From an optimization exercise on the open Yosys and OpenROAD flow, aimed at small area and a short achievable clock period; shortcuts taken in it are not production practice.
Where RTL was checked, it was by simulation tests only, not by an equivalence proof against the original.
Power is estimated from default activity; no workload was simulated.

v6:
==> flow/design.v (excerpt) <==
module ula(
    input clk14,			 
	 input reset,			 
    input [15:0] a,		 
    input [7:0] din,		 
	 output [7:0] dout,	 
    input mreq_n,			 
    input iorq_n,			 
    input rd_n,			 
    input wr_n,			 
	 input rfsh_n,			 
	 output clkcpu,		 
	 output msk_int_n,	 
    output [13:0] va,	  
	 input [7:0] vramdout, 
	 output [7:0] vramdin, 
    output vramoe,		 
    output vramcs,		  
    output vramwe,		 
    input ear,				   
    output mic,			    
    output spk,            
	 output [7:0] kbrows,    
    input [4:0] kbcolumns,	 
    output r,				
    output g,				 
    output b,				 
    output i,				 
	 output [7:0] rgbulaplus,	 
	 output ulaplus_enabled,	 
    output csync,			
    output hsync,
    output vsync
    );
clock: 10.0 ns
lec_check: 0
cap_margin: 20
core_margin: 2
core_utilization: 40
place_density: 0.6
setup_slack_margin: 4.6
slew_margin: 20
synth_hierarchical: 1
synth_minimum_keep_size: 0
tns_end_percent: 100
standard.sh (not shown) runs the stock make flow with config.mk's settings and CLKGATE_MAP_FILE= SYNTH_SCRIPT=/design/flow/synth_recipe.tcl, a recipe that flattens the netlist after the stock synthesis.
==> flow/flow/run.sh <==
#!/bin/bash
# Layout flow: the standard flow (standard.sh, ORFS) with three changes
# made through ORFS's own variables:
#  - ports are buffered with sky130_fd_sc_hd__buf_1 rather than the delay
#    buffer buffer_ports picks by default;
#  - clock tree synthesis uses clkbuf_16 sink clusters and no dummy loads;
#  - everything else as in the standard flow (synthesis unchanged).
# Each step's full output goes to a log file in this folder.
set -euo pipefail
export BUFFER_PORTS_ARGS="-buffer_cell sky130_fd_sc_hd__buf_1"
export CTS_ARGS="-sink_clustering_enable -repair_clock_nets -dont_use_dummy_load -buf_list sky130_fd_sc_hd__clkbuf_16 -sink_clustering_size 24 -sink_clustering_max_diameter 70"
bash standard.sh synth > synth.log 2>&1
bash standard.sh floorplan > floorplan.log 2>&1
bash standard.sh place > place.log 2>&1
bash standard.sh cts > cts.log 2>&1
bash standard.sh route > route.log 2>&1
bash standard.sh finish > finish.log 2>&1
diff inputs: v6 => v18
-- flow/design.v --
<<< v6, line 12
    output [7:0] dout0	 
    );
	wire [63:0] wsel = we ? (64'b1 << wa) : 64'b0;
	wire [7:0] lb = 8'b1 << rb;
	wire [63:0] asel;
	genvar k;
	generate
		for (k = 0; k < 64; k = k + 1) begin : sel
			assign asel[k] = ra_hi[k/8] & ra_lo[k%8];
		end
		for (k = 0; k < 8; k = k + 1) begin : slice
			ram64bits bits (
				.clk(clk), .wsel(wsel), .d(din[k]),
				.asel(asel), .qa(douta[k]),
				.bsel(lb), .qb(doutb[k]),
				.q0(dout0[k])
				);
		end
	endgenerate
endmodule
module ram64bits(
    input clk,
    input [63:0] wsel,	 
    input d,
    input [63:0] asel,	 
    output qa,
    input [7:0] bsel,	 
    output qb,
    output q0
    );
	reg [63:0] mem;
	integer i;
	always @(posedge clk)
		for (i = 0; i < 64; i = i + 1)
			if (wsel[i])
				mem[i] <= d;
	assign qa = |(mem & asel);
	assign qb = |(mem[15:8] & bsel);
	assign q0 = mem[0];
endmodule
`timescale 1ns / 1ps
>>> v18, line 12
    output [7:0] dout0	 
    );
	reg [7:0] mem[0:63];
	always @(posedge clk) if (we) mem[wa] <= din;
	wire [7:0] lb = 8'b1 << rb;
	reg [7:0] a, b;
	integer k;
	always @(*) begin
		a = 8'h00;
		for (k = 0; k < 64; k = k + 1)
			a = a | (mem[k] & {8{ra_hi[k/8] & ra_lo[k%8]}});
		b = 8'h00;
		for (k = 0; k < 8; k = k + 1)
			b = b | (mem[8+k] & {8{lb[k]}});
	end
	assign douta = a;
	assign doutb = b;
	assign dout0 = mem[0];
endmodule
`timescale 1ns / 1ps
<<< v6, line 300
	end
	wire addrreg_wr = clk7_rise && addrportsel && !wr_n;
	wire next_from_din = addrreg_wr && !fetchslot_next;
	wire [5:0] ra = next_from_din ? din[5:0] : paletteaddr_reg;
	wire [7:0] ra_hi = 8'b1 << ra[5:3];
>>> v18, line 279
	end
	wire addrreg_wr = clk7_rise && addrportsel && !wr_n;
	reg din_may_be_next;
	always @(posedge clk14)
		if (reset)
			din_may_be_next <= 1;
		else
			din_may_be_next <= clk7 && !fetchslot_next2;
	wire next_from_din = din_may_be_next && addrportsel && !wr_n;
	wire [5:0] ra = next_from_din ? din[5:0] : paletteaddr_reg;
	wire [7:0] ra_hi = 8'b1 << ra[5:3];
### Flow results
v18 against v6: worst vdd rail ir drop dropped 0.000017 V, part of the total power dissipated in combinational logic comparable.
Going from v6 to v18, the register share of total power was found to have gone down by 1.2 points.
Taking v6 as the reference, in v18 hold slack held, detailed-routing wirelength on met1 has increased, portion of the clock cycle consumed by the worst path in the final layout went down by 0.61 points.
Setup slack in v18 is larger than in v6.
Looking at v6 and v18, the final instance area is a wash.
~same combinational group power in v6 and v18
Compare v6 and v18 | area growth from synthesis to layout lower: v18
Comparing v6 against v18, there is no change at all in count of sequential standard cells.
Wire length delta for v18 relative to v6: 780 um higher
No functional check of the RTL was part of any run of this note.


== ember ==
ula, a different RTL version from the one above (not shown whole).
Size in the first run: ~650 flip-flops, ~110 I/O pins.
export LEC_CHECK = 0
export CAP_MARGIN = 20
export CORE_MARGIN = 2
export CORE_UTILIZATION = 40
export PLACE_DENSITY = 0.6
export SETUP_SLACK_MARGIN = 4.7
export SLEW_MARGIN = 20
export SYNTH_HIERARCHICAL = 1
export SYNTH_MINIMUM_KEEP_SIZE = 0
export TNS_END_PERCENT = 100
create_clock -name core_clock -period 10.0 [get_ports {clk14}]
Scripts as last shown in full above: flow/flow/run.sh
The following lists how quartz was set up differently from ember:
diff --git a/flow/design.v b/flow/design.v
--- a/flow/design.v
+++ b/flow/design.v
@@ -253,38 +253,26 @@
 	wire c3 = hc[2] | (hc[1] & hc[0] & !clk7);
 	wire [4:0] col = {hc[7:4], c3};
 	wire [12:0] dispaddr = {vc[7:6], vc[2:0], vc[5:3], col};
 	wire [13:0] ulaaddr = hc[1] ? {1'b0, dispaddr} :
 	                      TimexHiColorMode ? {1'b1, dispaddr} : {4'b0110, vc[7:3], col};
 	assign va = ulaslot ? ulaaddr : a[13:0];
 	assign vramcs = ulaslot | (!cpublock & !a[15] & a[14] & !mreq_n);
 	assign vramoe = ulaslot ? !hc[0] : (!cpublock & !rd_n);
 	assign vramwe = !ulaslot & !cpublock & !wr_n;
 	wire fetchslot = Border_n && hc[3] && hc[1];
 	wire palettewe = dataportsel && !wr_n && (ULAPlusAddrReg[7:6]==2'b00) && !fetchslot;
-	reg fetchslot_next;
-	reg [5:0] paletteaddr_reg;
-	wire fetchslot_next2 = Border_n && hc[3] && (hc[1] ^ hc[0]);
-	wire [7:0] AttrReg_next = AttrLatch_fall ? vramdout : AttrReg;
-	wire [5:0] fetchaddr_next2 = hc[0] ? { AttrReg_next[7:6],1'b1,AttrReg_next[5:3] } : { AttrReg_next[7:6],1'b0,AttrReg_next[2:0] };
-	always @(posedge clk14) begin
-		if (reset) begin
-			fetchslot_next <= 0;
-			paletteaddr_reg <= 0;
-		end
-		else begin
-			fetchslot_next <= fetchslot_next2;
-			paletteaddr_reg <= fetchslot_next2 ? fetchaddr_next2 :
-			                   (clk7_rise && addrportsel && !wr_n) ? din[5:0] : ULAPlusAddrReg[5:0];
-		end
-	end
+	wire fetchslot_next = clk7 ? fetchslot : (Border_n && hc[3] && (hc[1] ^ hc[0]));
+	wire ink_next = hc[0] ^ !clk7;
+	wire [5:0] fetchaddr_next = ink_next ? { AttrReg[7:6],1'b0,AttrReg[2:0] } : { AttrReg[7:6],1'b1,AttrReg[5:3] };
+	wire [5:0] paletteaddr_reg = fetchslot_next ? fetchaddr_next : ULAPlusAddrReg[5:0];
 	wire addrreg_wr = clk7_rise && addrportsel && !wr_n;
 	wire next_from_din = addrreg_wr && !fetchslot_next;
 	wire [5:0] ra = next_from_din ? din[5:0] : paletteaddr_reg;
 	wire [7:0] ra_hi = 8'b1 << ra[5:3];
 	wire [7:0] ra_lo = 8'b1 << ra[2:0];
 	wire palette_bypass = palettewe && ((reset ? 6'd0 : paletteaddr_reg) == ULAPlusAddrReg[5:0]);
 	wire [7:0] paletteread;
 	wire [7:0] paletteborder;
 	wire [7:0] palettefirst;	 
 	reg [7:0] palettedout;
 	always @(posedge clk14)
==> comparison <==
Diff ember -> quartz: final-layout clock-cell area share level; post-synthesis average cell area moved down; filler-free cell count of the finished design moved up; switching component of the power moved up. Re die outline area: ember was higher than quartz. Going from ember to quartz, pre-CTS setup slack lower, synthesized instance count roughly the same. Diff quartz..ember | reported sequential group power | negligible. [compare] base=ember new=quartz: number of gates resized after cts went up by 140%, worst setup slack now smaller, row count shrank by 1.
For quartz, only the layout was checked, not whether the RTL still works.

==> afterwards: timing with drivers on the ports <==
In the flow no input, the clock included, has a driving cell. The finished layouts below were timed again as built, in two steps. Step 1 sets driving cells, clkbuf_16 on the clock port and buf_2 on the other inputs (assumed; they add their load-dependent delay and slew). Step 2 moves the port delays by t, midway between the first and last clock arrival at a register: inputs arrive t later, outputs are due t later. That takes back most of the time a late clock gives input paths. Slacks: no drivers / after step 1 / after step 2; pairs: no drivers / after step 1.
| run | t (ns) | slack for setup (ns) | clock arrival spread, ns | worst data-port slew with drivers (ns) |
|---|---|---|---|---|
| v6 | 0.624 | 4.603 / 4.630 / 4.018 | 0.048 / 0.048 | 0.04 |
| v18 | 0.627 | 4.664 / 4.643 / 4.074 | 0.086 / 0.086 | 0.22 |
| ember | 0.638 | 4.714 / 4.658 / 4.149 | 0.099 / 0.100 | 0.07 |
| quartz | 0.637 | 4.587 / 4.595 / 3.961 | 0.051 / 0.052 | 0.07 |
After both steps every run listed still meets setup and hold. For quartz, which loses most, drivers alone change the setup slack by +0.008 ns; drivers and shift together by -0.626 ns.
